Source: an optimization exercise on an open RTL-to-GDS flow (aim: small area, a short achievable clock period and few clock cycles). Production flows keep margins and buffers that such runs may drop.
At most, simulation tests tie the RTL to the original design; equivalence was not proved.

wip/pepper:
==> flow/design.v (excerpt) <==
module RISC_SPM (clk, rst, mem_addr, mem_wdata, mem_we, mem_rdata);
Size: ~800 cells after synthesis, ~71 flip-flops, roughly 27 I/O pins, ~5800 um^2 of cells after synthesis.
clock: 6.0 ns
lec_check: 0
abc_area: 1
cap_margin: 20
core_margin: 2
core_utilization: 50
setup_slack_margin: 2.7
slew_margin: 20
run.sh (not shown) runs the stock make flow with config.mk's settings and CLKGATE_MAP_FILE= SYNTH_SCRIPT=/design/flow/synth_recipe.tcl, a recipe that flattens the netlist after the stock synthesis.
wip/pepper | stages: all done | timing, DRC, antenna: all pass
Testbench counts of wip/pepper, summed over its fixed seeds: cycles 26,597.
Modified inputs, wip/harbor compared to wip/pepper
- TNS_END_PERCENT: unset -> 20
- CORE_UTILIZATION: 50 -> 40
Notes after the runs:
Summary of wip/harbor over wip/pepper: worst setup skew after layout fell by 0.0059 ns; layout overhead on the synthesized area fell by 0.99 points; wire length of the first global-routing pass stayed essentially flat; violation count after the first detailed-route iteration fell by 16%. Going from wip/pepper to wip/harbor, die area +about 24%. Filler cell count, wip/harbor and wip/pepper: smaller value in wip/pepper.
Relative to wip/harbor, the following input files were edited for wip/tundra:
- removing TNS_END_PERCENT (formerly 20)
- setting PLACE_DENSITY to 0.8 for the first time
--- outcome ---
wip/tundra vs wip/harbor on setup fix buffers added after clock tree synthesis: wip/tundra is the higher one.
In wip/tundra, area growth from synthesis to layout is higher than in wip/harbor.
Going from wip/harbor to wip/tundra, fraction of final layout cells sized beyond drive strength 1 now larger, wire length now smaller, number of standard cells in the layout, taps in and fillers out now larger.
From wip/tundra to wip/harbor, area of the core did not move at all.
wip/tundra finished every stage and its layout cleared the timing, design-rule and antenna checks.
Compared wip/tundra against wip/harbor; post-route clock period utilization within noise.
Relative to wip/harbor, depth of the most critical reg-to-reg path increased by 8 in wip/tundra.
Compared with wip/harbor, wip/tundra shows detailed-route wire length on metal 1 lower by 1100 um.


Setup of v3:
Another version of the RTL of RISC_SPM (not shown whole).
Size in the first run: ~750 cells after synthesis, ~27 I/O pins.
export LEC_CHECK = 0
export ABC_AREA = 1
export CAP_MARGIN = 20
export CORE_MARGIN = 2
export CORE_UTILIZATION = 40
export CTS_BUF_LIST = sky130_fd_sc_hd__clkbuf_8
export SETUP_SLACK_MARGIN = 2.7
export SLEW_MARGIN = 20
create_clock -name core_clock -period 6.0 [get_ports {clk}]
Changes in v19 relative to v3:
Settings: CTS_BUF_LIST: sky130_fd_sc_hd__clkbuf_8 -> unset; SETUP_SLACK_MARGIN: 2.7 -> 3.0.
Results
As far as last weighted congestion value of the routability-driven placer goes, v19 and v3 are indistinguishable; the numbers are identical. Comparing v3 with v19, the final routed DRC violation total came out essentially unchanged. Start point of the critical path = so[2]$_SDFFCE_PN0N_: v3; start point of the critical path = sd[2]$_SDFFCE_PN0N_: v19. Sort v19 and v3 by met3 usage in global routing asc -> top: v19. Setup-violating endpoint count in the final report came out exactly the same in v19 and v3. Reported for v19 and v3, mapped cell area turned out identical to the last digit. For total wire length after detailed routing, dividing the value from v3 by the value from v19 gives 0.942.
Input-level comparison between v54 and v19:
Settings: changing SETUP_SLACK_MARGIN from 3.0 to 2.7.
## What came out
v54 ran to completion and came out clean on the timing, design-rule and antenna checks. Changes observed in v54 relative to v19: final hold slack did not really move; part of the cycle the worst path needs went up 0.59 points; clock buffer instance count of the final layout now sits at about the same level. Against v19, v54 reports a area added between synthesis and finish that is lower.
Function was not checked in any run of this note: the RTL went through the layout flow alone.


## job 2149
The RTL this note starts from:
==> flow/design.v <==
module RISC_SPM (clk, rst, mem_addr, mem_wdata, mem_we, mem_rdata);
  input        clk, rst;
  output [7:0] mem_addr;
  output [7:0] mem_wdata;
  output       mem_we;
  input  [7:0] mem_rdata;
  localparam [3:0] S_FETCH = 4'd0, S_EXEC = 4'd1, S_RD2 = 4'd2, S_WR2 = 4'd3, S_BR2 = 4'd4,
                   S_M1 = 4'd5, S_M2 = 4'd6, S_M3 = 4'd7, S_MW = 4'd8, S_HALT = 4'd9;
  reg [7:0] R0, R1, R2, R3;    
  reg [3:0] op;                
  reg [3:0] so, sd;            
  reg       opnd;              
  reg       chk;               
  reg [7:0] AR;                
  reg [7:0] T;                 
  reg       Z, V;
  reg [1:0] pr;                
  reg       qm1;               
  reg [3:0] st;
  wire [7:0] a = ({8{so[0]}} & R0) | ({8{so[1]}} & R1) | ({8{so[2]}} & R2) | ({8{so[3]}} & R3);
  wire [7:0] b = ({8{sd[0]}} & R0) | ({8{sd[1]}} & R1) | ({8{sd[2]}} & R2) | ({8{sd[3]}} & R3);
  wire exec = (st == S_EXEC);
  wire       is_sub = (op == 4'd2);
  wire       is_and = (op == 4'd3);
  wire       is_not = (op == 4'd4);
  wire [7:0] ax     = a ^ {8{is_sub}};
  wire [7:0] ag     = b & ax;
  wire [7:0] ap     = b ^ ax;
  reg  [7:0] kg, kp, kg2, kp2;
  integer    ki, ks;
  always @* begin
    kg = ag; kp = ap;
    kg[0] = ag[0] | (ap[0] & is_sub);
    for (ks = 1; ks < 8; ks = ks * 2) begin
      kg2 = kg; kp2 = kp;
      for (ki = ks; ki < 8; ki = ki + 1) begin
        kg2[ki] = kg[ki] | (kp[ki] & kg[ki-ks]);
        kp2[ki] = kp[ki] & kp[ki-ks];
      end
      kg = kg2; kp = kp2;
    end
  end
  wire [7:0] sum    = ap ^ {kg[6:0], is_sub};
  wire [7:0] r      = is_and ? (a & b) : is_not ? ~a : sum;
  wire       alu_v  = ~is_and & ~(a[7] ^ b[7]) & (sum[7] ^ a[7]);
  wire [7:0] zc     = {b[6:0] | ax[6:0], is_sub};
  wire       zsum   = ((b ^ ax) == zc);
  wire       alu_z  = is_and ? ((a & b) == 8'd0) : is_not ? (a == 8'hFF) : zsum;
  wire       same = |(so & sd);
  wire       one  = pr[0] ^ qm1;
  wire       two  = (pr[1] & ~pr[0] & ~qm1) | (~pr[1] & pr[0] & qm1);
  wire       neg  = pr[1];
  wire [9:0] mb   = two ? {b[7], b, 1'b0} : (one ? {b[7], b[7], b} : 10'd0);
  wire [9:0] my   = mb ^ {10{neg}};
  wire [9:0] mx   = {{2{T[7]}}, T};
  wire [9:0] mg   = mx & my;
  wire [9:0] mp   = mx ^ my;
  reg  [9:0] qg, qp, qg2, qp2;
  integer    qi, qs;
  always @* begin
    qg = mg; qp = mp;
    qg[0] = mg[0] | (mp[0] & neg);
    for (qs = 1; qs < 10; qs = qs * 2) begin
      qg2 = qg; qp2 = qp;
      for (qi = qs; qi < 10; qi = qi + 1) begin
        qg2[qi] = qg[qi] | (qp[qi] & qg[qi-qs]);
        qp2[qi] = qp[qi] & qp[qi-qs];
      end
      qg = qg2; qp = qp2;
    end
  end
  wire [9:0] S    = mp ^ {qg[8:0], neg};
  reg  [1:0] pnext;
  always @* begin
    if (!same) pnext = a[3:2];
    else case (st)
      S_M1:    pnext = a[5:4];
      S_M2:    pnext = a[7:6];
      default: pnext = a[3:2];
    endcase
  end
  wire is_alu  = (op == 4'd1) | (op == 4'd2) | is_and | is_not;
  wire is_mul  = (op == 4'd10);
  wire halt    = op[3] & (op[2] | (op[1] & op[0]));
  wire mul_it  = (exec & is_mul) | (st == S_M1) | (st == S_M2) | (st == S_M3);
  assign mem_addr  = AR;
  assign mem_wdata = a;
  assign mem_we    = (st == S_WR2);
  wire fetch = (st == S_FETCH) | (st == S_MW) | (exec & ~is_mul & ~opnd & ~halt);
  wire alu_w  = exec & is_alu;
  wire z_next = alu_w ? alu_z : Z;
  wire [3:0] nop    = mem_rdata[7:4];
  wire       nmul   = (nop == 4'd10);
  wire       nbrz   = (nop == 4'd8);
  wire       nbro   = (nop == 4'd9);
  wire       vlate  = alu_w & ~is_not;
  wire       nopnd  = (nop == 4'd5) | (nop == 4'd6) | (nop == 4'd7) |
                      (nbrz & z_next) | (nbro & (V | vlate));
  wire       nchk   = nbro & vlate;
  wire       nskip  = (nbrz | nbro) & ~nopnd;
  wire       untake = chk & ~V;            
  wire [7:0] ar1    = AR + 8'd1;
  wire [7:0] ar2    = AR + 8'd2;
  wire       ar_f    = fetch & ~nskip;
  wire       ar_s    = fetch & nskip;
  wire       ar_u    = exec & opnd & untake;
  wire       ar_m    = (exec & opnd & ~untake & ~halt & ~is_mul) | (st == S_BR2);
  wire       ar_t    = (st == S_RD2) | (st == S_WR2);
  wire       ar_h    = ~fetch & ~(exec & opnd & ~halt & ~is_mul) & ~(st == S_BR2) & ~ar_t;
  wire [7:0] ar_next = ({8{ar_f | ar_u}} & ar1) | ({8{ar_s}} & ar2) | ({8{ar_m}} & mem_rdata) |
                       ({8{ar_t}} & T) | ({8{ar_h}} & AR);
  wire       sel_sum = alu_w & ~is_and & ~is_not;
  wire       sel_and = alu_w & is_and;
  wire       sel_not = alu_w & is_not;
  wire       sel_rd  = (st == S_RD2);
  wire       sel_mul = mul_it;
  wire       sel_mw  = (st == S_MW);
  wire       wen     = alu_w | sel_rd | (sel_mul & ~same) | sel_mw;
  wire [7:0] Wo      = ({8{sel_and}} & a & b) | ({8{sel_not}} & ~a) | ({8{sel_rd}} & mem_rdata) |
                       ({8{sel_mul}} & {S[1:0], a[7:2]}) | ({8{sel_mw}} & T);
  wire [7:0] W       = ({8{sel_sum}} & sum) | Wo;
  wire [3:0] wsel = {4{wen}} & (mul_it ? so : sd);
  wire [1:0] ns = mem_rdata[3:2];
  reg  [1:0] rn;
  always @* begin
    case (ns) 2'd0: rn = R0[1:0]; 2'd1: rn = R1[1:0]; 2'd2: rn = R2[1:0]; default: rn = R3[1:0]; endcase
    if (wsel[ns]) rn = W[1:0];
  end
  always @(posedge clk or negedge rst) begin
    if (!rst) begin
      AR <= 8'd0; Z <= 1'b0; V <= 1'b0; st <= S_FETCH;
    end else begin
      if (alu_w) begin
        Z <= alu_z;
        if (!is_not) V <= alu_v;
      end else if (st == S_M3) begin
        Z <= 1'b1;
        V <= pr[1] & (so[0] ? S[1] : R0[7]);
      end
      AR <= ar_next;
      case (st)
        S_FETCH: st <= S_EXEC;
        S_EXEC:
          if (halt)         st <= S_HALT;
          else if (is_mul)  st <= S_M1;
          else if (opnd & untake) st <= S_FETCH;
          else if (opnd)    st <= (op == 4'd5) ? S_RD2 : (op == 4'd6) ? S_WR2 : S_BR2;
        S_RD2:   st <= S_FETCH;
        S_WR2:   st <= S_FETCH;
        S_BR2:   st <= S_FETCH;
        S_M1:    st <= S_M2;
        S_M2:    st <= S_M3;
        S_M3:    st <= S_MW;
        S_MW:    st <= S_EXEC;
        S_HALT:  st <= S_HALT;
        default: st <= S_FETCH;
      endcase
    end
  end
  wire [7:0] Wr  = ({8{sel_sum & rst}} & sum) | (Wo & {8{rst}});
  wire [3:0] rwe = wsel | {4{~rst}};
  always @(posedge clk) begin
    if (rwe[0]) R0 <= Wr;
    if (rwe[1]) R1 <= Wr;
    if (rwe[2]) R2 <= Wr;
    if (rwe[3]) R3 <= Wr;
  end
  always @(posedge clk) begin
    if (fetch) begin
      op   <= nop;
      so   <= 4'b0001 << mem_rdata[3:2];
      sd   <= 4'b0001 << mem_rdata[1:0];
      opnd <= nopnd;
      chk  <= nchk;
      T    <= nmul ? 8'd0 : ar2;
      pr   <= rn;
      qm1  <= 1'b0;
    end else if (mul_it) begin
      T    <= S[9:2];
      pr   <= pnext;
      qm1  <= pr[1];
    end
  end
endmodule
Settings: LEC_CHECK=0, ABC_AREA=1, CAP_MARGIN=20, CORE_MARGIN=2, CORE_UTILIZATION=62, SETUP_SLACK_MARGIN=2.7, SLEW_MARGIN=20; clock period 6.0 ns.
Job 2149 was carried through to the last stage, and its layout satisfied the timing, design-rule and antenna checks.
Testbench counts of job 2149, summed over its fixed seeds: cycles 26,597.
For job 1718, these inputs were changed with respect to job 2149:
diff --git a/flow/config.mk b/flow/config.mk
--- a/flow/config.mk
+++ b/flow/config.mk
@@ -11,2 +11,2 @@
-export CORE_UTILIZATION = 62
-export SETUP_SLACK_MARGIN = 2.7
+export CORE_UTILIZATION = 40
+export SETUP_SLACK_MARGIN = 2.8
Notes after the runs:
Of job 1718 and job 2149, it is job 1718 that has the higher worst-case headroom to the max-slew limit.
Final clock skew across job 1718 and job 2149: no real change.
Comparing job 1718 and job 2149, the higher number of signal-net buffers in the layout was measured on job 1718.
Where area of the die is concerned, job 2149 is better than job 1718.
Taking job 2149 as the reference point, the fmax of job 1718 rises by 2.0%.
Compared with job 2149, job 1718 shows a number of gates given a new drive strength after cts that is 6 higher.
Final-layout non-clock buffer area share is higher on job 1718
Job 1718 went all the way through the flow, and no timing, DRC or antenna check failed.
Job 1718 vs. job 2149: hold slack went down by 0.020 ns.
The via density per instance in job 1718 sits 12% below the value recorded for job 2149.

==> static timing again, ports no longer ideal <==
The flow's constraints put no driver on any port. The routed layouts listed below were extracted and timed again, unchanged, in two steps.
Step 1: set_driving_cell puts a clkbuf_16 on clk and a buf_2 on each other input, an assumption about the parent block.
Step 2 times the ports against the registers' clock, not the clock port: input delays grow and output delays shrink by t, the midpoint of the rising clock arrivals with the driver on.
Slacks: ideal / step 1 / step 2; pairs: ideal / step 1.
run | t, ns | setup slack, ns | worst register clock-pin slew, ns | cell pins on the clock port's net
wip/pepper | 0.381 | 2.771 / 2.728 / 2.629 | 0.07 / 0.07 | 1
wip/harbor | 0.381 | 2.748 / 2.707 / 2.644 | 0.06 / 0.06 | 1
wip/tundra | 0.377 | 2.750 / 2.732 / 2.464 | 0.06 / 0.06 | 1
v3 | 0.410 | 2.754 / 2.719 / 2.809 | 0.08 / 0.08 | 1
v19 | 0.390 | 2.836 / 2.836 / 2.824 | 0.06 / 0.06 | 1
v54 | 0.388 | 2.801 / 2.757 / 2.810 | 0.06 / 0.06 | 1
job 2149 | 0.385 | 2.737 / 2.702 / 2.652 | 0.09 / 0.09 | 1
job 1718 | 0.396 | 2.802 / 2.759 / 2.784 | 0.06 / 0.06 | 1
After both steps setup and hold are still met in every run listed. For wip/tundra, which loses most, drivers alone change the setup slack by -0.018 ns; drivers and shift together by -0.286 ns.
